What follows belongs to an exercise in optimizing a design on an open flow for small area, a short achievable clock period and few clock cycles; a production flow would make more cautious choices.
No functional check of the RTL was part of this run.
Power and IR drop assume default switching activity.

[design/flow/flow/run.sh]
#!/bin/bash
# The standard layout, with plain buffers (not delay cells) on the ports.
set -euo pipefail
bash standard.sh BUFFER_PORTS_ARGS="-buffer_cell sky130_fd_sc_hd__buf_2" finish > standard.log 2>&1
[design/flow/standard.sh]
#!/bin/bash
# synth_recipe.tcl (not shown) runs the flow's synth.tcl, then flattens the netlist and writes it again
# the make line also repeats each setting of config.mk as NAME=value (left out here)
make -C /OpenROAD-flow-scripts/flow DESIGN_CONFIG=/design/flow/config.mk WORK_HOME=/design/flow/orfs CLKGATE_MAP_FILE= SYNTH_SCRIPT=/design/flow/synth_recipe.tcl "${@:-finish}"
[design/flow/config.mk]
export PLATFORM = sky130hd
export DESIGN_NAME = MIPS
export DESIGN_NICKNAME = MIPS
export VERILOG_FILES = /design/flow/design.v
export SDC_FILE = /design/flow/constraint.sdc
export NUM_CORES = 4
export LEC_CHECK = 0
export CAP_MARGIN = 20
export CORE_MARGIN = 2
export CORE_UTILIZATION = 40
export PLACE_DENSITY = 0.6
export SETUP_SLACK_MARGIN = 5
export SLEW_MARGIN = 20
[design/flow/constraint.sdc]
create_clock -name core_clock -period 8.0 [get_ports {clk}]
set_input_delay 1.6000 -clock core_clock [delete_from_list [all_inputs] [get_ports {clk}]]
set_output_delay 1.6000 -clock core_clock [all_outputs]
set_load 0.01 [all_outputs]
[design/flow/design.v]
module reg_file (
	input			clk,
	input			rst,
	input			we,
	input	[2:0]	wa,
	input	[15:0]	wd,
	input	[7:1]	s1,
	output	[15:0]	rd1,
	input	[7:1]	s2,
	output	[15:0]	rd2
);
reg [15:0] R [1:7];
wire [15:0] wdz = rst ? 16'd0 : wd;
genvar i;
generate for (i = 1; i < 8; i = i + 1) begin : g
	always @(posedge clk)
		if (rst || (we && wa == i)) R[i] <= wdz;
end endgenerate
assign rd1 = ({16{s1[1]}} & R[1]) | ({16{s1[2]}} & R[2]) | ({16{s1[3]}} & R[3])
           | ({16{s1[4]}} & R[4]) | ({16{s1[5]}} & R[5]) | ({16{s1[6]}} & R[6])
           | ({16{s1[7]}} & R[7]);
assign rd2 = ({16{s2[1]}} & R[1]) | ({16{s2[2]}} & R[2]) | ({16{s2[3]}} & R[3])
           | ({16{s2[4]}} & R[4]) | ({16{s2[5]}} & R[5]) | ({16{s2[6]}} & R[6])
           | ({16{s2[7]}} & R[7]);
endmodule
module alu (
	input	[15:0]	a,
	input	[15:0]	b2,		 
	input	[15:0]	imm,
	input			bp,
	input			bn,
	input			bi,
	input			sub,
	input			s_add,		 
	input			s_and,
	input			s_or,
	input			s_xor,
	input			s_sll,
	input			s_sra,
	input			s_srl,
	output	[15:0]	r
);
wire [15:0] bx = ({16{bp}} & b2) | ({16{bn}} & ~b2) | ({16{bi}} & imm);
wire [15:0] g0 = a & bx;
wire [15:0] p0 = a ^ bx;
wire [15:0] g [0:4];
wire [15:0] p [0:4];
assign g[0] = {g0[15:1], g0[0] | (p0[0] & sub)};
assign p[0] = p0;
genvar l, i;
generate for (l = 0; l < 4; l = l + 1) begin : lv
	for (i = 0; i < 16; i = i + 1) begin : bt
		if (i >= (1 << l)) begin : c
			assign g[l+1][i] = g[l][i] | (p[l][i] & g[l][i - (1 << l)]);
			assign p[l+1][i] = p[l][i] & p[l][i - (1 << l)];
		end else begin : n
			assign g[l+1][i] = g[l][i];
			assign p[l+1][i] = p[l][i];
		end
	end
end endgenerate
wire [15:0] cin = {g[4][14:0], sub};
wire big = |b2[15:4];
wire [15:0] ar;
generate for (i = 0; i < 16; i = i + 1) begin : rv
	assign ar[i] = a[15-i];
end endgenerate
wire fill = s_sra & a[15];
wire [15:0] sin = s_sll ? ar : a;
wire signed [16:0] sx = {fill, sin};
wire [16:0] sr = sx >>> b2[3:0];
wire [15:0] sh = big ? {16{fill}} : sr[15:0];
wire [15:0] shl;
generate for (i = 0; i < 16; i = i + 1) begin : rv2
	assign shl[i] = sh[15-i];
end endgenerate
wire [15:0] other = ({16{s_and}} & (a & b2))
                  | ({16{s_or}}  & (a | b2))
                  | ({16{s_xor}} & (a ^ b2))
                  | ({16{s_sll}} & shl)
                  | ({16{s_sra | s_srl}} & sh);
wire [15:0] r0 = s_add ? p0 : other;
wire [15:0] r1 = s_add ? ~p0 : other;
assign r = (cin & r1) | (~cin & r0);
endmodule
module MIPS (
	input				clk,
	input				rst,
	output	[7:0]		imem_addr,
	input		[15:0]	imem_rdata,
	output	[15:0]	dmem_addr,
	output	[15:0]	dmem_wdata,
	output				dmem_we,
	input		[15:0]	dmem_rdata
);
reg  [7:1]	s1, s2;		 
reg			f1, f2;		 
reg			e_imm;		 
reg			e_bp;		 
reg  [5:0]	e_i6;		 
reg			e_sub, e_add, e_and, e_or, e_xor, e_sll, e_sra, e_srl;
reg			e_st, e_ld, e_wr, e_br;	 
reg  [2:0]	e_rd;
reg  [7:0]	e_tgt;		 
reg			e_stl;		 
reg  [15:0]	res;
reg  [15:0]	sd;
reg			mwe, wbe, mld;
reg  [2:0]	mrd;
reg  [7:0]	pc;
wire [7:0]	pc1 = pc + 8'd1;
assign imem_addr = pc;
wire [15:0]	ins = imem_rdata;
wire [3:0]	op  = ins[15:12];
wire [2:0]	rd  = ins[11:9];
wire [2:0]	rs1 = ins[8:6];
wire [2:0]	rs2 = ins[5:3];
wire [7:0]	tgt = pc1 + {{2{ins[5]}}, ins[5:0]};
wire d_alu  = (op >= 4'd1) && (op <= 4'd8);
wire d_addi = op == 4'd9;
wire d_ld   = op == 4'd10;
wire d_st   = op == 4'd11;
wire d_br   = op == 4'd12;
wire d_use1 = d_alu | d_addi | d_ld | d_st | d_br;
wire d_use2 = d_alu | d_st;
wire rd_nz  = rd != 3'd0;
wire d_wr   = (d_alu | d_addi | d_ld) & rd_nz;
wire br0    = d_br & (rs1 == 3'd0);
wire [2:0]	ra2 = d_st ? rd : rs2;
wire e_fw   = e_wr & !e_ld;
wire m1     = d_use1 && (rs1 == e_rd);
wire m2     = d_use2 && (ra2 == e_rd);
wire [7:0]	oh1 = d_use1 ? (8'd1 << rs1) : 8'd0;
wire [7:0]	oh2 = d_use2 ? (8'd1 << ra2) : 8'd0;
wire [15:0]	r1, r2;
wire [15:0]	wd = mld ? dmem_rdata : res;
reg_file rf (.clk(clk), .rst(rst), .we(wbe), .wa(mrd), .wd(wd),
	.s1(s1), .rd1(r1), .s2(s2), .rd2(r2));
wire [15:0]	a  = r1 | ({16{f1}} & res);
wire [15:0]	b2 = r2 | ({16{f2}} & res);
wire [15:0]	r;
alu alu_u (.a(a), .b2(b2), .imm({{10{e_i6[5]}}, e_i6}), .bp(e_bp), .bn(e_sub), .bi(e_imm),
	.sub(e_sub), .s_add(e_add), .s_and(e_and), .s_or(e_or),
	.s_xor(e_xor), .s_sll(e_sll), .s_sra(e_sra), .s_srl(e_srl), .r(r));
wire stall = e_stl;
wire taken = e_br && (a == 16'd0) && !stall;
wire kill  = rst || taken;		 
always @(posedge clk) begin
	if (rst)
		pc <= 8'd0;
	else if (!stall)
		pc <= taken ? e_tgt : (br0 ? tgt : pc1);
end
always @(posedge clk) begin
	if (kill) begin
		s1 <= 7'd0; s2 <= 7'd0; f1 <= 1'b0; f2 <= 1'b0;
		e_sub <= 1'b0; e_bp <= 1'b0; e_add <= 1'b0; e_and <= 1'b0; e_or <= 1'b0; e_xor <= 1'b0;
		e_sll <= 1'b0; e_sra <= 1'b0; e_srl <= 1'b0;
		e_st <= 1'b0; e_ld <= 1'b0; e_wr <= 1'b0; e_br <= 1'b0; e_stl <= 1'b0;
	end else if (stall) begin
		e_stl <= 1'b0;
	end else begin
		f1 <= m1 && e_fw;
		f2 <= m2 && e_fw;
		s1 <= (m1 && e_fw) ? 7'd0 : oh1[7:1];
		s2 <= (m2 && e_fw) ? 7'd0 : oh2[7:1];
		e_stl <= ((m1 || m2) && e_wr && e_ld);
		e_sub <= op == 4'd2;
		e_bp  <= op == 4'd1;
		e_add <= op == 4'd1 || op == 4'd2 || d_addi || d_ld || d_st;
		e_and <= op == 4'd3;
		e_or  <= op == 4'd4;
		e_xor <= op == 4'd5;
		e_sll <= op == 4'd6;
		e_sra <= op == 4'd7;
		e_srl <= op == 4'd8;
		e_st  <= d_st;
		e_ld  <= d_ld && rd_nz;
		e_wr  <= d_wr;
		e_br  <= d_br && !br0;
	end
	if (!stall) begin
		e_imm <= d_addi | d_ld | d_st;
		e_i6  <= ins[5:0];
		e_rd  <= rd;
		e_tgt <= tgt;
	end
end
always @(posedge clk) begin
	if (rst) begin
		mwe <= 1'b0;
		wbe <= 1'b0;
		mld <= 1'b0;
	end else begin
		mwe <= e_st && !stall;
		wbe <= e_wr && !stall;
		mld <= e_ld && !stall;
	end
	res <= r;
	sd  <= b2;
	mrd <= e_rd;
end
assign dmem_addr  = res;
assign dmem_wdata = sd;
assign dmem_we    = mwe;
endmodule
==> run notes <==
status=timing/DRC/antenna clean; clk sinks=206; port bufs=74; total routed wirelength=42.77 mm; hold crit path type=reg -> reg; clock latency (worst-skew pair)=0.52 ns; Core Util, Final=51.98%; num rows=63; GRT Util Overall=26.74%; PD cells=195.6 nW/µm²; worst-path cell chain=a22oi_1 -> nand4_1 -> buf_4 -> buf_6 -> buf_6 -> buf_6 -> buf_6 -> buf_6 -> buf_6 -> buf_6 -> buf_6 -> buf_6 -> buf_6 -> buf_8 -> buf_16 -> nor2_4 -> a22oi_2 -> a311oi_2 -> a211oi_4 -> a221oi_4 -> a21oi_1; clock slew at reported path FFs=0.06 ns; CTS tree=yes; Synth cell types=76; CP max stage cell=dfxtp_4; measured slew at the worst slew-check pin=0.8527 ns; f_max=288.6 MHz; Core ar.=29,560 µm²; vias=11,000; nets=1,422; DR pass1 iterations=5; FFs w/ async S/R, synth=0%; drt via density=6.320; setup tns final=0 ns; most area-consuming cells after synthesis=edfxtp_1, dfxtp_1, a22oi_1; cell area after synthesis=11,990 µm²; H-tree levels=1; post-layout min period=3.464 ns; Worst slew margin=43.08%; hpwl dp=26.66 mm; Die X=177.1 µm; Tot Pwr=3.005 mW; Seq/Total Area, Yosys=45.25%; die area=31,380 µm²; Cells after Synth=1,176; most used cell, CP=buf_6; chip height=177.1 µm; Residual DRC=0; most frequent cell after synthesis=a22oi_1; GR Overflow Total=0; CP Capture Type=register; leakage=5.892 nW; CP arrival=3.85 ns; CP max stage delay=0.42 ns; Clock Skews=0.02422 ns; Mapped Avg Cell Area=10.20 µm²; largest net degree at the start of global routing=60; Crit Path Class=reg -> reg; period utilization=43.31%; vias in the first global route=10,400; Synth top area share=32.56%; first-pass GRT wire length=63.66 mm; worst-path fanout max=12; Post-Syn Nets=1,265; Yosys top cell by area=edfxtp_1; VDD IR max=0.0001410 V; CP required=8.38 ns; GPL Wtd Cong=0.9665; final setup vio count=0; Fin. Hold Viols=0; ys flop type=edfxtp_1; FF+latch count, synth=206; layout cells sized above 1=31.70%; I/O pins=75; commonest cells in the netlist=a22oi_1, edfxtp_1, nor2_1; Max-Cap Viols=0; Initial Util=40.56%; Pins Over Slew Limit=0; unrepaired setup endpoints after global routing=true; P&R area growth vs syn=28.14%; cts bufs inserted=23; root buffer selected by CTS=clkbuf_16; clk buf depth=3; initial DRC count=1,407; critical path launch point type=register; Hold Buf Count CTS=0; WL per Instance=24.56 µm; Yosys warnings=4; antenna violation net count after detailed routing=0; initial antenna violation count=0; fill cell count=2,627; EDFF count, synth=130
## state kept, by name, indices dropped and copies added, names as in the netlist, 3 cells and up
signal and cells:
e_i6 6, e_rd 3, e_tgt 8, mrd 3, pc 8, res 16
rf.R 112, s1 7, s2 7, sd 16
## cell type report
class	count	area [µm²]	area share, %
Antenna cell	1	2.502	0.01629
Tap cell	390	488.0	3.176
Timing Repair inverter	1	16.27	0.1059
Inverter	44	217.7	1.417
Sequential cell	206	5468	35.59
Clock inverter	14	190.2	1.238
Clock buffer	28	604.3	3.933
Multi-Input combinational cell	843	6721	43.75
Timing Repair Buffer	214	1657	10.78
## per-layer routing
metal,global-route usage [%],wire [µm]
met1,35.44,16770
met2,43.01,19730
met3,4.167,3927
met4,12.22,2345
met5,0,0
## power by group
part	internal (mW)	leakage [nW]	switching (mW)	total (mW)
Clock	0.672	0.375	0.436	1.11
Sequential	1.21	1.98	0.0692	1.28
Combinational	0.259	3.54	0.360	0.619
Total	2.14	5.89	0.865	3.00
## repair_timing
| item | in CTS | in global routing |
|---|---|---|
| setup endpoints to repair | 64 | 95 |
| gates cloned | 5 | 1 |
| pin swaps | 67 | 42 |
| buffers inserted | 98 | 23 |
| gates resized for setup | 123 | 72 |
## path summary, 6_finish.rpt
check / startpoint / cells past startpoint / slack [ns] / end
setup / recovery: s2[3]$_SDFFE_PP0N_ / 21 / 4.54 / res[11]$_DFF_P_
hold reg to reg: e_wr$_SDFFE_PP0N_ / 2 / 0.45 / e_stl$_SDFF_PP0_
setup reg to reg: s2[3]$_SDFFE_PP0N_ / 21 / 4.54 / res[11]$_DFF_P_
hold / removal: e_wr$_SDFFE_PP0N_ / 2 / 0.45 / e_stl$_SDFF_PP0_
## per-stage QoR
stage | std cells | hold WS (ns) | cell area [µm²] | setup WS, ns
after floorplan | 1176 | 0.4091 | 12240 | 4.525
after global placement | 1571 | 0.4387 | 12670 | 3.504
after detailed placement | 1571 | 0.4394 | 12670 | 3.403
after CTS | 1716 | 0.4486 | 14810 | 4.559
after global routing | 1740 | 0.4866 | 15360 | 4.480
final | 1741 | 0.4501 | 15360 | 4.536
## critical path, delay by kind of cell (launching register included)
family / cells / cell delay, ns
AOI/OAI and AO/OA: 6 / 1.13
DFF: 1 / 0.42
and+or+nand+nor: 2 / 0.29
buffers and inverters: 13 / 1.48
## cells by family after synthesis
| group | synth area share [%] |
|---|---|
| adder cells (fa/ha/maj) | 5.802 |
| XOR/XNOR | 2.484 |
| flip-flops | 45.25 |
| buffers and inverters | 5.218 |
| AO/OA/AOI/OAI | 20.16 |
| AND/OR/NAND/NOR | 14.00 |
| multiplexers | 7.085 |
## cells in the final DEF, fill, tap and decap left out, types with 30 or more instances in the layout
master / count
buf_2: 70
dfxtp_1: 60
nor2_1: 88
nand3_1: 30
inv_1: 38
edfxtp_1: 130
buf_4: 113
ha_1: 45
a22oi_1: 130
mux2i_1: 46
a21oi_1: 42
nand2_1: 85
nand4_1: 34

re-timing with driven ports:
How much do the figures lean on ideal ports? The routed layout below was timed once more, with nothing changed but the port constraints. Step 1, drivers: a clkbuf_16 drives clk and a buf_2 each remaining input, both assumed. Step 2 moves the port delays by t, midway between the first and last clock arrival at a register: inputs arrive t later, outputs are due t later. That takes back most of the time a late clock gives input paths. a / b / c = no drivers / after step 1 / after step 2; a / b = the first two.
t, ns: 0.562
slack for setup (ns): 4.536 / 4.536 / 4.368
hold WS [ns]: 0.450 / 0.450 / 0.450
worst data-port slew with drivers (ns): 0.04
After both steps this run still meets setup and hold. For this run, drivers alone change the setup slack by 0.000 ns; drivers and shift together by -0.168 ns.
